Context: an optimization exercise on an open-source flow, tuned for small area. The choices shown serve that exercise and are no tape-out recipe. Where RTL was checked, it was by simulation tests only, not by an equivalence proof against the original. The clock port is modelled as an ideal driver; clocking choices that lean on that would not hold on a real chip. Power figures rest on the tool's default switching activity, not on a simulated workload.

==> module progmem, before the edit <==
module progmem(	input  clk,
		input  go,
		input  rst,
		output reg [2:0] idx);
	reg p, e;
	wire top7 = &idx;
	wire sel8 = p & top7;
	wire inc  = p & ~top7;
	wire nz   = p | e;
	always @(posedge clk) begin
		e  <= ~go & ~rst & ~sel8 & nz;
		p  <= go ? ~sel8 : (~rst & sel8);
		idx[0] <= nz & (idx[0] ^ inc);
		idx[1] <= nz & (idx[1] ^ (inc & idx[0]));
		idx[2] <= nz & (idx[2] ^ (inc & idx[0] & idx[1]));
	end
endmodule
==> module top, before the edit <==
module top(	input [1:0]op,
		input [1:0]register,
		input [7:0]data,
		input clk,
		input go,
		input prog,
		input load,
		output reg [7:0]q);
	reg [7:0] R [0:3];
	wire      pend;
	wire [1:0] rs;
	wire [2:0] k;
	wire       ldpulse;
	wire       ex;
	wire       rd;
	wire [1:0] r;
	GoButton myButton (.b(go), .clk(clk), .rd(rd), .r(r), .pr(pend), .rs(rs), .ex(ex));
	Debounce loader (.b(load), .clk(clk), .d(ldpulse), .ex());
	progmem myProgram (.clk(clk), .go(ldpulse), .rst(prog), .idx(k));
	wire k0 = (k == 3'd0);
	wire k1 = (k == 3'd1);
	wire k5 = (k == 3'd5);
	wire kar = (k[2:1] == 2'b10);
	wire [1:0] m = data[5:4];
	wire nar = (op == 2'b11);
	assign rd = prog ? k[1] : (op == 2'b01);
	assign r = prog ? {1'b0, k[0] & (k[1] | k[2])} : register;
	wire [1:0] s = prog ? {1'b0, k1 | (k == 3'd4)} : data[7:6];
	wire imm_n = ~prog & (op == 2'b00);
	wire imm_p = prog & k0;
	wire useA = prog ? kar : (nar & ~m[1]);
	wire andm = ~prog & nar & (m == 2'b10);
	wire sub  = prog ? k5 : (nar & (m == 2'b01));
	wire inv  = prog ? k5 : (nar & m[0]);
	wire wr   = prog ? ~k[1] : ((op != 2'b01) & ~(nar && m == 2'b11 && register != 2'b00));
	wire [1:0] asel = pend ? rs : r;
	wire [7:0] a = R[asel];
	wire [7:0] b = R[s];
	wire [7:0] x = (data & {8{imm_n}}) | {7'd0, imm_p} | (a & ({8{useA}} | (b & {8{andm}})));
	wire [7:0] y = (b ^ {8{inv}}) & {8{~imm_n & ~imm_p & ~andm}};
	wire [8:0] c;
	assign c[0] = sub;
	assign c[4] = 1'b0;
	genvar i;
	generate for (i = 0; i < 8; i = i + 1) begin : fa
		if (i != 3)
			assign c[i+1] = (x[i] & y[i]) | (x[i] & c[i]) | (y[i] & c[i]);
	end endgenerate
	wire [7:0] sum = x ^ y ^ c[7:0];
	wire [3:0] u = sum[7:4];
	wire c4 = (x[3] & y[3]) | (x[3] & c[3]) | (y[3] & c[3]);
	wire [3:0] allone = {u[2] & u[1] & u[0], u[1] & u[0], u[0], 1'b1};
	wire [7:0] res = {u ^ (allone & {4{c4}}), sum[3:0]};
	wire we = ex & wr;
	always @(posedge clk) begin
		if (pend)
			q <= a;
		if (we)
			R[r] <= res;
	end
endmodule
Settings: LEC_CHECK=0, CAP_MARGIN=0, CORE_MARGIN=2, CORE_UTILIZATION=40, GPL_TIMING_DRIVEN=0, SLEW_MARGIN=0; clock period 5.0 ns.
standard.sh (not shown) runs the stock make flow with config.mk's settings and CLKGATE_MAP_FILE= SYNTH_SCRIPT=/design/flow/synth_recipe.tcl, a recipe that flattens the netlist after the stock synthesis.
==> flow/flow/run.sh <==
#!/bin/bash
# Standard synthesis and layout (standard.sh), with these layout choices changed:
#  - synthesis buffers are removed before global placement (pre_gpl.tcl);
#  - port buffers are buf_1 cells (the resizer may still upsize them);
#  - clock tree synthesis uses clkbuf_8 cells and inserts no dummy loads
#    (post_cts.tcl then swaps some for clkbuf_4 where the clock slew allows);
#  - after clock tree synthesis, cells are sized down where slack allows
#    (post_cts.tcl), and again after global routing (post_grt.tcl).
set -euo pipefail
F="$(pwd)/flow"
bash standard.sh synth > synth.log 2>&1
bash standard.sh finish \
  "PRE_GLOBAL_PLACE_TCL=$F/pre_gpl.tcl" \
  "POST_CTS_TCL=$F/post_cts.tcl" \
  "POST_GLOBAL_ROUTE_TCL=$F/post_grt.tcl" \
  "BUFFER_PORTS_ARGS=-buffer_cell sky130_fd_sc_hd__buf_1" \
  "CTS_ARGS=-sink_clustering_enable -repair_clock_nets -dont_use_dummy_load -buf_list sky130_fd_sc_hd__clkbuf_8" \
  > layout.log 2>&1
Other scripts of this flow, unchanged in this note and not shown: flow/flow/area_recover.tcl, flow/flow/post_cts.tcl, flow/flow/post_grt.tcl, flow/flow/pre_gpl.tcl
==> next run, changes <==
--- a/flow/design.v
+++ b/flow/design.v
@@ -33,15 +33,14 @@
 module progmem(	input  clk,
 		input  go,
 		input  rst,
 		output reg [2:0] idx);
-	reg p, e;
+	reg nz, p;
 	wire top7 = &idx;
 	wire sel8 = p & top7;
 	wire inc  = p & ~top7;
-	wire nz   = p | e;
 	always @(posedge clk) begin
-		e  <= ~go & ~rst & ~sel8 & nz;
+		nz <= go ? ~sel8 : (~rst & nz);
 		p  <= go ? ~sel8 : (~rst & sel8);
 		idx[0] <= nz & (idx[0] ^ inc);
 		idx[1] <= nz & (idx[1] ^ (inc & idx[0]));
 		idx[2] <= nz & (idx[2] ^ (inc & idx[0] & idx[1]));
@@ -81,11 +80,11 @@
 	wire andm = ~prog & nar & (m == 2'b10);
 	wire sub  = prog ? k5 : (nar & (m == 2'b01));
 	wire inv  = prog ? k5 : (nar & m[0]);
 	wire wr   = prog ? ~k[1] : ((op != 2'b01) & ~(nar && m == 2'b11 && register != 2'b00));
-	wire [1:0] asel = pend ? rs : r;
-	wire [7:0] a = R[asel];
-	wire [7:0] b = R[s];
+	wire [1:0] bsel = pend ? rs : s;
+	wire [7:0] a = R[r];
+	wire [7:0] b = R[bsel];
 	wire [7:0] x = (data & {8{imm_n}}) | {7'd0, imm_p} | (a & ({8{useA}} | (b & {8{andm}})));
 	wire [7:0] y = (b ^ {8{inv}}) & {8{~imm_n & ~imm_p & ~andm}};
 	wire [8:0] c;
 	assign c[0] = sub;
@@ -102,9 +101,9 @@
 	wire [7:0] res = {u ^ (allone & {4{c4}}), sum[3:0]};
 	wire we = ex & wr;
 	always @(posedge clk) begin
 		if (pend)
-			q <= a;
+			q <= b;
 		if (we)
 			R[r] <= res;
 	end
 endmodule
Hold slack gets worse by 0.0083 ns; sequential share of layout area fell by 0.83 points; design area rose by 1.9%; via count rose by 4.7%; maximum frequency rose by 1.6%; clock-buffer cell count stays the same; global-route usage fell by 0.77 points; die area rose by 1.4%; total power rose by 0.94%; non-clock buffer count rose by 5.
Function was not checked in any run of this note: the RTL went through the layout flow alone.


## old
The RTL this note starts from:
==> flow/design.v <==
module Debounce(
	input b,
	input clk,
	output reg d,
	output ex);
	reg s1, s0;
	assign ex = s1 & s0 & ~b;
	always @(posedge clk) begin
		s1 <= (s1 & ~s0) | (b & (s1 | s0));
		s0 <= ~s0 & (s1 ^ b);
		d <= ex;
	end
endmodule
module progmem(	input  clk,
		input  go,
		input  rst,
		output reg [11:0] data);
	reg [2:0] idx;
	reg p, e;
	wire top7 = &idx;
	wire sel8 = p & top7;
	wire nz   = p | e;
	wire inc  = p & ~top7;
	always @(posedge clk) begin
		p <= go ? ~sel8 : (~rst & sel8);
		e <= ~go & ~rst & ~sel8 & nz;
		idx[0] <= nz & (idx[0] ^ inc);
		idx[1] <= nz & (idx[1] ^ (inc & idx[0]));
		idx[2] <= nz & (idx[2] ^ (inc & idx[0] & idx[1]));
	end
	always @(*)
		case (idx)
			3'd0: data = 12'b000000000001;
			3'd1: data = 12'b100001000000;
			3'd2: data = 12'b010000000000;
			3'd3: data = 12'b010100000000;
			3'd4: data = 12'b110001000000;
			3'd5: data = 12'b110100010000;
			3'd6: data = 12'b010000000000;
			default: data = 12'b010100000000;
		endcase
endmodule
module top(	input [1:0]op,
		input [1:0]register,
		input [7:0]data,
		input clk,
		input go,
		input prog,
		input load,
		output reg [7:0]q);
	reg [7:0] R [0:3];
	reg [1:0] o;
	reg [1:0] r;
	reg [7:0] d;
	wire [11:0] rom;
	wire        ldpulse;
	wire        button;
	Debounce myButton (.b(go), .clk(clk), .d(button), .ex());
	Debounce loader (.b(load), .clk(clk), .d(ldpulse), .ex());
	progmem myProgram (.clk(clk), .go(ldpulse), .rst(prog), .data(rom));
	always @(posedge clk) begin
		o <= prog ? rom[11:10] : op;
		r <= prog ? rom[9:8] : register;
		d <= prog ? rom[7:0] : data;
	end
	wire [1:0] s = d[7:6];
	wire [1:0] m = d[5:4];
	wire [7:0] a = R[r];
	wire [7:0] b = R[s];
	wire imm  = (o == 2'b00);
	wire ar   = (o == 2'b11);
	wire andm = ar & (m == 2'b10);
	wire useA = ar & ~m[1];
	wire sub  = ar & (m == 2'b01);
	wire inv  = ar & m[0];
	wire [7:0] x = imm ? d : (a & ({8{useA}} | (b & {8{andm}})));
	wire [7:0] y = (b ^ {8{inv}}) & {8{~imm & ~andm}};
	wire [8:0] c;
	assign c[0] = sub;
	genvar i;
	generate for (i = 0; i < 8; i = i + 1) begin : fa
		assign c[i+1] = (x[i] & y[i]) | (x[i] & c[i]) | (y[i] & c[i]);
	end endgenerate
	wire [7:0] sum = x ^ y ^ c[7:0];
	wire [7:0] res = sum;
	wire we = button & (o != 2'b01) & ~(o == 2'b11 && m == 2'b11 && r != 2'b00);
	always @(posedge clk) begin
		if (button & (o == 2'b01))
			q <= a;
		if (we)
			R[r] <= res;
	end
endmodule
Settings: LEC_CHECK=0, CAP_MARGIN=20, CORE_MARGIN=2, CORE_UTILIZATION=40, GPL_TIMING_DRIVEN=0, SLEW_MARGIN=20; clock period 5.0 ns.
==> flow/flow/run.sh <==
#!/bin/bash
# Standard synthesis and layout (standard.sh), with two layout choices changed:
#  - port buffers are buf_1 cells (the resizer may still upsize them);
#  - clock tree synthesis uses clkbuf_4 cells and inserts no dummy loads.
set -euo pipefail
bash standard.sh synth > synth.log 2>&1
bash standard.sh finish \
  "BUFFER_PORTS_ARGS=-buffer_cell sky130_fd_sc_hd__buf_1" \
  "CTS_ARGS=-sink_clustering_enable -repair_clock_nets -dont_use_dummy_load -buf_list sky130_fd_sc_hd__clkbuf_4" \
  > layout.log 2>&1
#### Input delta (new over old)
-- flow/design.v --
<<< old, line 5
	output ex);
	reg s1, s0;
	assign ex = s1 & s0 & ~b;
	always @(posedge clk) begin
		s1 <= (s1 & ~s0) | (b & (s1 | s0));
		s0 <= ~s0 & (s1 ^ b);
		d <= ex;
	end
>>> new, line 5
	output ex);
	reg s1, s0;
	assign ex = s1 & ~s0 & ~b;
	always @(posedge clk) begin
		s0 <= b;
		s1 <= (s1 & s0) | (s1 & b) | (s0 & b);
		d <= ex;
	end
<<< old, line 17
		output reg [11:0] data);
	reg [2:0] idx;
	reg p, e;
	wire top7 = &idx;
	wire sel8 = p & top7;
	wire nz   = p | e;
	wire inc  = p & ~top7;
	always @(posedge clk) begin
		p <= go ? ~sel8 : (~rst & sel8);
		e <= ~go & ~rst & ~sel8 & nz;
		idx[0] <= nz & (idx[0] ^ inc);
		idx[1] <= nz & (idx[1] ^ (inc & idx[0]));
>>> new, line 17
		output reg [11:0] data);
	reg [2:0] idx;
	reg nz, p;
	wire top7 = &idx;
	wire sel8 = p & top7;
	wire inc  = p & ~top7;
	always @(posedge clk) begin
		nz <= go ? ~sel8 : (~rst & nz);
		p  <= go ? ~sel8 : (~rst & sel8);
		idx[0] <= nz & (idx[0] ^ inc);
		idx[1] <= nz & (idx[1] ^ (inc & idx[0]));
Looking at post-detailed-route wirelength per cell, new sits below old. Area enclosed by the die boundary, old and new, lower one = new. Delta(area of the multi-input gates, new - old) > 0. The utilization of old and that of new are within noise of each other. Diff old -> new: floorplan die height dropped 0.43%; time the worst path needs with I/O delays and setup fell 0.053 ns. Sequential power share (higher): old. Post-detailed-placement cell area: new < old. Delta(post-synthesis cell type count, new - old) > 0. On clock network latency to the later pin of the worst-skew pair, old tracks new almost exactly. Looking at non-clock buffer share of cell area across old and new, the one that comes out higher is new.
Function not checked in old: the RTL went through the layout flow alone.


Another version of the RTL of top (not shown whole).
Size in the first run: about 0.0030 mm^2 of cells after synthesis.
==> module top, before the edit <==
module top(	input [1:0]op,
		input [1:0]register,
		input [7:0]data,
		input clk,
		input go,
		input prog,
		input load,
		output reg [7:0]q);
	reg [7:0] R [0:3];
	reg [1:0] o;
	reg [1:0] r;
	reg [7:0] d;
	wire [11:0] rom;
	wire        ldpulse;
	wire        button;
	Debounce myButton (.b(go), .clk(clk), .d(button), .ex());
	Debounce loader (.b(load), .clk(clk), .d(ldpulse), .ex());
	progmem myProgram (.clk(clk), .go(ldpulse), .rst(prog), .data(rom));
	always @(posedge clk) begin
		o <= prog ? rom[11:10] : op;
		r <= prog ? rom[9:8] : register;
		d <= prog ? rom[7:0] : data;
	end
	wire [1:0] s = d[7:6];
	wire [1:0] m = d[5:4];
	wire [7:0] a = R[r];
	wire [7:0] b = R[s];
	wire imm  = (o == 2'b00);
	wire ar   = (o == 2'b11);
	wire andm = ar & (m == 2'b10);
	wire useA = ar & ~m[1];
	wire sub  = ar & (m == 2'b01);
	wire inv  = ar & m[0];
	wire [7:0] x = a & {8{useA}};
	wire [7:0] y = (imm ? d : b) ^ {8{inv}};
	wire [8:0] c;
	assign c[0] = sub;
	genvar i;
	generate for (i = 0; i < 8; i = i + 1) begin : fa
		assign c[i+1] = (x[i] & y[i]) | (x[i] & c[i]) | (y[i] & c[i]);
	end endgenerate
	wire [7:0] sum = x ^ y ^ c[7:0];
	wire [7:0] res = andm ? (a & b) : sum;
	wire we = button & (o != 2'b01) & ~(o == 2'b11 && m == 2'b11 && r != 2'b00);
	always @(posedge clk) begin
		if (button & (o == 2'b01))
			q <= a;
		if (we)
			R[r] <= res;
	end
endmodule
clock: 5.0 ns
lec_check: 0
cap_margin: 20
core_margin: 2
core_utilization: 60
gpl_timing_driven: 0
slew_margin: 20
run.sh (not shown) runs the stock make flow with config.mk's settings and CLKGATE_MAP_FILE= SYNTH_SCRIPT=/design/flow/synth_recipe.tcl, a recipe that flattens the netlist after the stock synthesis.
Stock flow here: none of the scripts above is used.
Then changed:
--- a/flow/design.v
+++ b/flow/design.v
@@ -48,25 +48,24 @@
 		input prog,
 		input load,
 		output reg [7:0]q);
 	reg [7:0] R [0:3];
-	reg [1:0] o;
-	reg [1:0] r;
-	reg [7:0] d;
+	reg       pend;
+	reg [1:0] rs;
 	wire [11:0] rom;
 	wire        ldpulse;
-	wire        button;
-	Debounce myButton (.b(go), .clk(clk), .d(button), .ex());
+	wire        gopulse;
+	wire        ex;
+	Debounce myButton (.b(go), .clk(clk), .d(gopulse), .ex(ex));
 	Debounce loader (.b(load), .clk(clk), .d(ldpulse), .ex());
 	progmem myProgram (.clk(clk), .go(ldpulse), .rst(prog), .data(rom));
-	always @(posedge clk) begin
-		o <= prog ? rom[11:10] : op;
-		r <= prog ? rom[9:8] : register;
-		d <= prog ? rom[7:0] : data;
-	end
+	wire [1:0] o = prog ? rom[11:10] : op;
+	wire [1:0] r = prog ? rom[9:8] : register;
+	wire [7:0] d = prog ? rom[7:0] : data;
 	wire [1:0] s = d[7:6];
 	wire [1:0] m = d[5:4];
-	wire [7:0] a = R[r];
+	wire [1:0] asel = pend ? rs : r;
+	wire [7:0] a = R[asel];
 	wire [7:0] b = R[s];
 	wire imm  = (o == 2'b00);
 	wire ar   = (o == 2'b11);
 	wire andm = ar & (m == 2'b10);
@@ -82,11 +81,13 @@
 		assign c[i+1] = (x[i] & y[i]) | (x[i] & c[i]) | (y[i] & c[i]);
 	end endgenerate
 	wire [7:0] sum = x ^ y ^ c[7:0];
 	wire [7:0] res = andm ? (a & b) : sum;
-	wire we = button & (o != 2'b01) & ~(o == 2'b11 && m == 2'b11 && r != 2'b00);
+	wire we = ex & (o != 2'b01) & ~(o == 2'b11 && m == 2'b11 && r != 2'b00);
 	always @(posedge clk) begin
-		if (button & (o == 2'b01))
+		pend <= ex & (o == 2'b01);
+		rs <= r;
+		if (pend)
 			q <= a;
 		if (we)
 			R[r] <= res;
 	end
Effect: With this change the flow completed and failed the layout checks on setup timing. Total power drops by 25%. Worst hold slack got worse by 0.012 ns. Via count climbs by 15%. Synthesized cell count climbs by 5.8%. Sequential cell count drops by 10.
No functional check of the RTL was part of any run of this note.

-- separate check: timing with driven ports --
How much do the figures lean on ideal ports? The routed layouts below were timed once more, with nothing changed but the port constraints. Step 1: set_driving_cell puts a clkbuf_16 on clk and a buf_2 on each other input, an assumption about the parent block. Step 2 moves the port delays by t, midway between the first and last clock arrival at a register: inputs arrive t later, outputs are due t later. That takes back most of the time a late clock gives input paths. Three values: ideal, step 1, step 2; two values: the first two.
run | t (ns) | setup WS [ns] | hold slack, ns | worst setup path after step 2 | worst data-port slew with drivers (ns)
the first run of note 1 | 0.370 | 0.234 / 0.229 / -0.142 | 0.429 / 0.429 / 0.429 | input to register | 0.04
the second run of note 1 | 0.361 | 0.307 / 0.312 / -0.049 | 0.420 / 0.420 / 0.420 | input to register | 0.04
old | 0.417 | 0.210 / 0.210 / 0.210 | 0.442 / 0.442 / 0.442 | register to register | 0.03
new | 0.418 | 0.263 / 0.263 / 0.263 | 0.405 / 0.405 / 0.405 | register to register | 0.03
the first run of note 3 | 0.370 | 0.179 / 0.179 / 0.179 | 0.461 / 0.461 / 0.461 | register to register | 0.04
the second run of note 3 | 0.335 | -0.663 / -0.683 / -1.018 | 0.449 / 0.449 / 0.449 | input to register | 0.06
With both steps, setup timing fails in the first run of note 1 and the second run of note 1, where it was met with ideal ports. The setup slack of the first run of note 1, which loses most, moves by -0.005 ns with the drivers and by -0.376 ns with both steps.
